Background: an optimization exercise with open tools, aiming at small area, a short achievable clock period and few clock cycles. Do not read the settings as production practice.
The RTL was checked by simulation tests, not by an equivalence proof against the original design.
No activity file was given, so power comes from the tool's default toggle rates.

==> inputs of branch quartz <==
==> flow/design.v <==
module Mips_machine (
	input clk,     
	input rst,     
	output [31:0] imem_addr,    
	input  [31:0] imem_rdata,   
	output [31:0] dmem_addr,    
	output [31:0] dmem_wdata,   
	output        dmem_we,      
	input  [31:0] dmem_rdata    
);
reg [31:0] rf [0:31];
reg [31:0] pc;
reg        r_valid;
reg [31:0] ir;
reg        r_pred;    
reg [31:0] r_hs;      
reg [31:0] r_ht;      
reg        x_wen;     
reg        x_lw;
reg        x_sw;
reg        x_br;      
reg        x_bne;
reg        x_pred;
reg [31:0] x_alt;
reg        x_imm;     
reg        x_add;
reg        x_sub;
reg        x_and;
reg        x_or;
reg        x_slt;
reg  [4:0] x_rd;
reg [31:0] x_a;
reg [31:0] x_b;
reg [31:0] x_fa;
reg [31:0] x_fb;
reg [15:0] x_i;
reg        m_wen;
reg        m_lw;
reg        m_sw;
reg  [4:0] m_rd;
reg [31:0] m_res;     
reg [31:0] m_sd;      
wire [31:0] alu = m_res;
wire [31:0] wb  = m_lw ? dmem_rdata : alu;
assign dmem_addr  = m_res;
assign dmem_wdata = m_sd;
assign dmem_we    = m_sw;
always @(posedge clk)
  if (m_wen) rf[m_rd] <= wb;
wire [31:0] a = x_a | x_fa;
wire [31:0] b = x_b | x_fb;
wire [31:0] s_imm = a + {{16{x_i[15]}}, x_i};
wire [31:0] s_add = a + b;
wire [32:0] s_sub = {1'b0, a} - {1'b0, b};
wire [31:0] res = ({32{x_imm}} & s_imm)
                | ({32{x_add}} & s_add)
                | ({32{x_sub}} & s_sub[31:0])
                | ({32{x_and}} & (a & b))
                | ({32{x_or}}  & (a | b))
                | {31'd0, x_slt & s_sub[32]};
wire eq      = a == b;
wire mispred = x_br & ((x_bne ^ eq) != x_pred);
wire  [5:0] op  = ir[31:26];
wire  [4:0] rs  = ir[25:21];
wire  [4:0] rt  = ir[20:16];
wire  [4:0] rd  = ir[15:11];
wire  [5:0] fn  = ir[5:0];
wire is_r    = op == 6'h00;
wire is_addi = op == 6'h08;
wire is_lw   = op == 6'h23;
wire is_sw   = op == 6'h2B;
wire is_br   = op[5:1] == 5'b00010;
wire uses_rt = is_r | is_sw | is_br;
wire [31:0] hs = r_hs;
wire [31:0] ht = r_ht;
reg  [31:0] ra, rb;
integer k;
always @(*) begin
  ra = 32'd0;
  rb = 32'd0;
  for (k = 0; k < 32; k = k + 1) begin
    ra = ra | ({32{hs[k]}} & rf[k]);
    rb = rb | ({32{ht[k]}} & rf[k]);
  end
end
wire [31:0] va = (m_wen && m_rd == rs) ? wb : ra;
wire [31:0] vb = (m_wen && m_rd == rt) ? wb : rb;
wire stall = r_valid & x_lw & ((x_rd == rs) | (uses_rt & (x_rd == rt)));
wire r_go  = r_valid & ~stall & ~mispred;
wire [4:0] r_rd = is_r ? rd : rt;
wire r_fa = x_wen & (x_rd == rs);
wire r_fb = x_wen & (x_rd == rt);
wire [15:0] boff = r_pred ? ~ir[15:0] : ir[15:0];
wire [32:0] asum = {pc, 1'b1} + {{16{boff[15]}}, boff, r_pred};
wire [31:0] ins  = imem_rdata;
wire  [5:0] fop  = ins[31:26];
wire f_j    = fop == 6'h02;
wire f_br   = fop[5:1] == 5'b00010;               
wire f_pred = f_br & (fop[0] ^ (ins[25:21] == ins[20:16]));
wire [31:0] pc1  = pc + 32'd1;
wire [32:0] bsum = {pc, 1'b1} + {{16{ins[15]}}, ins[15:0], 1'b1};
wire [31:0] btgt = bsum[32:1];
wire [31:0] jtgt = {pc1[31:26], ins[25:0]};
assign imem_addr = pc;
always @(posedge clk) begin
  if (!rst) begin
    pc      <= 32'd0;
    r_valid <= 1'b0;
    x_wen   <= 1'b0;
    x_lw    <= 1'b0;
    x_sw    <= 1'b0;
    x_br    <= 1'b0;
    m_wen   <= 1'b0;
    m_lw    <= 1'b0;
    m_sw    <= 1'b0;
  end else begin
    pc      <= mispred ? x_alt : stall ? pc : f_pred ? btgt : f_j ? jtgt : pc1;
    r_valid <= mispred ? 1'b0 : stall ? r_valid : 1'b1;
    x_wen   <= r_go & (is_r | is_addi | is_lw);
    x_lw    <= r_go & is_lw;
    x_sw    <= r_go & is_sw;
    x_br    <= r_go & is_br;
    m_wen   <= x_wen;
    m_lw    <= x_lw;
    m_sw    <= x_sw;
  end
  r_hs   <= 32'd1 << (stall ? rs : ins[25:21]);
  r_ht   <= 32'd1 << (stall ? rt : ins[20:16]);
  if (!stall) begin
    ir     <= ins;
    r_pred <= f_pred;
  end
  x_bne  <= op[0];
  x_pred <= r_pred;
  x_alt  <= asum[32:1];
  x_imm  <= ~is_r;
  x_add  <= is_r & ~fn[1] & ~fn[2];
  x_sub  <= is_r & fn[1] & ~fn[3];
  x_and  <= is_r & ~fn[1] & fn[2] & ~fn[0];
  x_or   <= is_r & ~fn[1] & fn[2] & fn[0];
  x_slt  <= is_r & fn[1] & fn[3];
  x_fa   <= {32{r_fa}} & res;
  x_fb   <= {32{r_fb}} & res;
  x_rd   <= r_rd;
  x_a    <= {32{~r_fa}} & va;
  x_b    <= {32{~r_fb}} & vb;
  x_i    <= ir[15:0];
  m_rd   <= x_rd;
  m_res  <= res;
  m_sd   <= b;
end
endmodule
==> flow/flow/run.sh <==
#!/bin/bash
# The standard layout, with every input and output port buffered by a
# sky130_fd_sc_hd__buf_2 instead of the buffer the resizer picks by default.
set -euo pipefail
export BUFFER_PORTS_ARGS="-buffer_cell sky130_fd_sc_hd__buf_2"
bash standard.sh finish > standard.log 2>&1
==> flow/standard.sh <==
#!/bin/bash
# synth_recipe.tcl (not shown) runs the flow's synth.tcl, then flattens the netlist and writes it again
# the make line also repeats each setting of config.mk as NAME=value (left out here)
make -C /OpenROAD-flow-scripts/flow DESIGN_CONFIG=/design/flow/config.mk WORK_HOME=/design/flow/orfs CLKGATE_MAP_FILE= SYNTH_SCRIPT=/design/flow/synth_recipe.tcl "${@:-finish}"
==> flow/config.mk <==
export PLATFORM = sky130hd
export DESIGN_NAME = Mips_machine
export DESIGN_NICKNAME = Mips_machine
export VERILOG_FILES = /design/flow/design.v
export SDC_FILE = /design/flow/constraint.sdc
export NUM_CORES = 4
export LEC_CHECK = 0
export CAP_MARGIN = 20
export CORE_MARGIN = 2
export CORE_UTILIZATION = 35
export CTS_CLUSTER_DIAMETER = 80
export CTS_CLUSTER_SIZE = 25
export PLACE_DENSITY = 0.5
export SETUP_SLACK_MARGIN = 4.5
export SLEW_MARGIN = 20
==> flow/constraint.sdc <==
create_clock -name core_clock -period 8.0 [get_ports {clk}]
set_input_delay 1.6000 -clock core_clock [delete_from_list [all_inputs] [get_ports {clk}]]
set_output_delay 1.6000 -clock core_clock [all_outputs]
set_load 0.01 [all_outputs]
==> branch juniper: changes against branch quartz <==
--- a/flow/config.mk
+++ b/flow/config.mk
@@ -8,8 +8,8 @@
 export CAP_MARGIN = 20
 export CORE_MARGIN = 2
-export CORE_UTILIZATION = 35
+export CORE_UTILIZATION = 55
 export CTS_CLUSTER_DIAMETER = 80
 export CTS_CLUSTER_SIZE = 25
-export PLACE_DENSITY = 0.5
+export PLACE_DENSITY = 0.75
 export SETUP_SLACK_MARGIN = 4.5
 export SLEW_MARGIN = 20
==> branch willow: changes against branch quartz <==
--- a/flow/config.mk
+++ b/flow/config.mk
@@ -8,8 +8,8 @@
 export CAP_MARGIN = 20
 export CORE_MARGIN = 2
-export CORE_UTILIZATION = 35
+export CORE_UTILIZATION = 45
 export CTS_CLUSTER_DIAMETER = 80
 export CTS_CLUSTER_SIZE = 25
-export PLACE_DENSITY = 0.5
+export PLACE_DENSITY = 0.65
 export SETUP_SLACK_MARGIN = 4.5
 export SLEW_MARGIN = 20
==> comparison table <==
metric                                                                 branch willow  branch juniper  branch quartz
Routed met2 length                                                         112000 µm       106000 µm      127000 µm
Depth of the critical timing path with buffers and inverters included              3              12              3
Max rail drop VDD                                                         0.000252 V      0.000244 V     0.000263 V
Mean number of vias per cell                                                    7.38            7.89           6.75
Switching Fraction                                                             30.3%           29.9%          31.4%
Sequential group share of total power                                          53.0%           53.6%          51.1%
Number of cell rows                                                              138             125            157
Height of the chip                                                            382 µm          346 µm         433 µm
Post-place setup slack                                                       3580 ps         3510 ps        3570 ps
Met3 wire len                                                               46400 µm        47900 µm       44100 µm
Result of the run                                           timing/DRC/antenna clean  timing/DRC/antenna clean  timing/DRC/antenna clean
Final worst-path setup slack                                                 4530 ps         4520 ps        4500 ps
Count of inserted antenna diode cells                                             14              20              5
Endpoint, Worst Hold                                                         m_rd[2]         m_rd[3]        m_rd[2]
Relative slew slack                                                            16.3%           3.04%          13.0%
Core area                                                                 142000 µm²      116000 µm²     183000 µm²
Last weighted congestion value of the routability-driven placer                0.998           0.990          0.939
Reg-to-reg critical path endpoint                                          rf[26][4]        x_fb[23]      rf[15][6]
Final net count                                                                 5607            5602           5618
Testbench counts of branch quartz, summed over its fixed seeds: cycles 58,559.
Testbench counts of branch juniper, summed over its fixed seeds: cycles 58,559.
Testbench counts of branch willow, summed over its fixed seeds: cycles 58,559.

---

==> run E <==
// Mips_machine: RTL as listed in full above, without the edits since
clock: 8.0 ns
lec_check: 0
cap_margin: 20
core_margin: 2
core_utilization: 35
place_density: 0.5
setup_slack_margin: 4.5
slew_margin: 20
run.sh (not shown) runs the stock make flow with config.mk's settings and CLKGATE_MAP_FILE= SYNTH_SCRIPT=/design/flow/synth_recipe.tcl, a recipe that flattens the netlist after the stock synthesis.
Stock flow here: none of the scripts above is used.
==> run Y (differences from run E) <==
==> flow/design.v (replaced) <==
module Mips_machine (
	input clk,     
	input rst,     
	output [31:0] imem_addr,    
	input  [31:0] imem_rdata,   
	output [31:0] dmem_addr,    
	output [31:0] dmem_wdata,   
	output        dmem_we,      
	input  [31:0] dmem_rdata    
);
reg [31:0] pc;
reg [31:0] rf [0:31];
reg        e_wen;     
reg        e_lw;
reg        e_sw;
reg        e_imm;     
reg  [2:0] e_fn;      
reg  [4:0] e_rd;
reg [31:0] e_a;
reg [31:0] e_b;       
reg [15:0] e_i;
wire [31:0] opb = e_imm ? {{16{e_i[15]}}, e_i} : e_b;
wire [32:0] diff = {1'b0, e_a} - {1'b0, opb};
reg  [31:0] alu;
always @(*) begin
  case (e_fn)
    3'd1:    alu = diff[31:0];
    3'd2:    alu = e_a & opb;
    3'd3:    alu = e_a | opb;
    3'd4:    alu = {31'd0, diff[32]};
    default: alu = e_a + opb;
  endcase
end
wire [31:0] wb = e_lw ? dmem_rdata : alu;
assign dmem_addr  = alu;
assign dmem_wdata = e_b;
assign dmem_we    = e_sw;
always @(posedge clk)
  if (e_wen) rf[e_rd] <= wb;
wire [31:0] ins = imem_rdata;
wire  [5:0] op  = ins[31:26];
wire  [4:0] rs  = ins[25:21];
wire  [4:0] rt  = ins[20:16];
wire  [4:0] rd  = ins[15:11];
wire  [5:0] fn  = ins[5:0];
wire is_r    = op == 6'h00;
wire is_addi = op == 6'h08;
wire is_lw   = op == 6'h23;
wire is_sw   = op == 6'h2B;
wire is_beq  = op == 6'h04;
wire is_bne  = op == 6'h05;
wire is_j    = op == 6'h02;
wire [31:0] va = (e_wen && e_rd == rs) ? wb : rf[rs];
wire [31:0] vb = (e_wen && e_rd == rt) ? wb : rf[rt];
wire eq    = va == vb;
wire taken = (is_beq & eq) | (is_bne & ~eq);
wire [31:0] pc1  = pc + 32'd1;
wire [31:0] btgt = pc1 + {{16{ins[15]}}, ins[15:0]};
wire [31:0] jtgt = {pc1[31:26], ins[25:0]};
assign imem_addr = pc;
reg [2:0] fsel;
always @(*) begin
  fsel = 3'd0;
  if (is_r) begin
    if (fn[1]) fsel = fn[3] ? 3'd4 : 3'd1;
    else if (fn[2]) fsel = fn[0] ? 3'd3 : 3'd2;
  end
end
always @(posedge clk) begin
  if (!rst) begin
    pc    <= 32'd0;
    e_wen <= 1'b0;
    e_lw  <= 1'b0;
    e_sw  <= 1'b0;
  end else begin
    pc    <= taken ? btgt : is_j ? jtgt : pc1;
    e_wen <= is_r | is_addi | is_lw;
    e_lw  <= is_lw;
    e_sw  <= is_sw;
  end
  e_imm <= ~is_r;
  e_fn  <= fsel;
  e_rd  <= is_r ? rd : rt;
  e_a   <= va;
  e_b   <= vb;
  e_i   <= ins[15:0];
end
endmodule
- CORE_UTILIZATION: 35 -> 40
- PLACE_DENSITY: 0.5 -> default
- SETUP_SLACK_MARGIN: 4.5 -> default
==> run A (differences from run E) <==
==> flow/flow/run.sh (new file) <==
#!/bin/bash
# The standard layout, with every input and output port buffered by a
# sky130_fd_sc_hd__buf_2 instead of the buffer the resizer picks by default.
set -euo pipefail
export BUFFER_PORTS_ARGS="-buffer_cell sky130_fd_sc_hd__buf_2"
bash standard.sh finish > standard.log 2>&1
==> flow/standard.sh (new file) <==
#!/bin/bash
# synth_recipe.tcl (not shown) runs the flow's synth.tcl, then flattens the netlist and writes it again
# the make line also repeats each setting of config.mk as NAME=value (left out here)
make -C /OpenROAD-flow-scripts/flow DESIGN_CONFIG=/design/flow/config.mk WORK_HOME=/design/flow/orfs CLKGATE_MAP_FILE= SYNTH_SCRIPT=/design/flow/synth_recipe.tcl "${@:-finish}"
- CORE_UTILIZATION: 35 -> 50
- CTS_CLUSTER_DIAMETER: default -> 80
- CTS_CLUSTER_SIZE: default -> 25
- PLACE_DENSITY: 0.5 -> 0.7
removed: flow/run.sh
==> notes <==
Worst setup slack, highest first: run A, run E, run Y.
Between run Y and run A, the lower final area is in run Y (gap about 0.8%, measured against run A).
The lowest non-clock buffer count belongs to run Y, the highest to run E.
In run E the clock power is larger than in run Y, by about 30%.
The highest routed wire length belongs to run E, the lowest to run Y.
Between run E and run A, the lower clock skew is in run A (gap 0.012 ns).
The lowest combinational power belongs to run Y, the highest to run E.
In synthesized cell count, run A and run E do not differ.
Run Y finished clean. Run E finished clean. Run A ran to the end with no violations.
The highest sequential share of layout area belongs to run A, the lowest to run Y.
Register-to-register slack, lowest first: run Y, run A, run E.
Of run Y and run A, run A has the higher power (gap 5.6%, measured against run A).
==> figures <==
|  | run Y | run E | run A |
|---|---|---|---|
| Status | timing/DRC/antenna clean | timing/DRC/antenna clean | timing/DRC/antenna clean |
| Critical Path Start | e_imm$_DFF_P_ | pc[13]$_SDFFE_PN0P_ | x_a[9]$_DFF_P_ |
| Hold path cells | 3 | 0 | 0 |
| Fraction of post-synthesis cell area in the top cell type by area | 49.6% | 49.3% | 49.3% |
| Wire length of the first global-routing pass | 302 mm | 414 mm | 372 mm |
| Power density relative to cell area | 224 nW/um^2 | 261 nW/um^2 | 236 nW/um^2 |
| Comb group | 2940 uW | 3660 uW | 3500 uW |
| Post-layout minimum cycle time | 7.65 ns | 3.45 ns | 3.43 ns |
| CP Data Arrival Time | 6.05 ns | 1.85 ns | 4.06 ns |
| Max frequency | 0.131 GHz | 0.290 GHz | 0.291 GHz |
| Final routed wire length divided by cell count | 32.6 um | 38.4 um | 38.6 um |
| Multi-input gate share of the layout cell area | 38.5% | 33.0% | 35.0% |
| Number of H-tree levels | 3 | 4 | 3 |
| Number of instances in the placed design | 6334 | 7703 | 6888 |
| Post-cts gate resize count | 1 | 153 | 55 |
| Synthesized-area fraction occupied by ao, oa, aoi and oai cells | 8.35% | 20.1% | 20.1% |
| Synth Cell Area | 62000 sq um | 64300 sq um | 64300 sq um |
| Worst Skew | 0.0387 ns | 0.0575 ns | 0.0453 ns |
| Seq area share | 47.1% | 51.3% | 54.9% |
| Sequential-cell power consumption | 7170 uW | 8930 uW | 8900 uW |
| Final weighted congestion in routability-driven placement | 0.981 | 0.956 | 0.957 |
| Starting utilization of the core area | 40.3% | 35.2% | 50.4% |
| Mean Syn Cell Area | 14.6 sq um | 12.3 sq um | 12.3 sq um |
Testbench counts of run E, summed over its fixed seeds: cycles 58,559.
Testbench counts of run Y, summed over its fixed seeds: cycles 55,603.
Testbench counts of run A, summed over its fixed seeds: cycles 58,559.

## static timing again, ports no longer ideal
How much do the figures lean on ideal ports? The routed layouts below were timed once more, with nothing changed but the port constraints.
Step 1: set_driving_cell puts a clkbuf_16 on clk and a buf_2 on each other input, an assumption about the parent block.
Step 2, shift: input delay + t, output delay - t, t = (earliest + latest rising clock arrival at the registers) / 2. This alone moves slack from input paths to output paths.
Three values: ideal, step 1, step 2; two values: the first two.
| run | t (ns) | setup WS [ns] | hold WS [ns] | latest minus earliest clock arrival (ns) |
|---|---|---|---|---|
| branch quartz | 0.861 | 4.497 / 4.497 / 3.831 | 0.410 / 0.410 / 0.410 | 0.079 / 0.079 |
| branch juniper | 0.766 | 4.523 / 4.519 / 3.753 | 0.396 / 0.396 / 0.396 | 0.047 / 0.048 |
| branch willow | 0.802 | 4.531 / 4.531 / 3.828 | 0.401 / 0.401 / 0.401 | 0.056 / 0.057 |
| run E | 0.914 | 4.552 / 4.453 / 3.767 | 0.396 / 0.396 / 0.396 | 0.066 / 0.066 |
| run Y | 0.821 | 0.346 / 0.263 / 0.663 | 0.660 / 0.660 / 0.660 | 0.054 / 0.054 |
| run A | 0.814 | 4.568 / 4.568 / 3.832 | 0.397 / 0.397 / 0.397 | 0.062 / 0.061 |
After both steps setup and hold are still met in every run listed. The setup slack of run E, which loses most, moves by -0.099 ns with the drivers and by -0.785 ns with both steps.
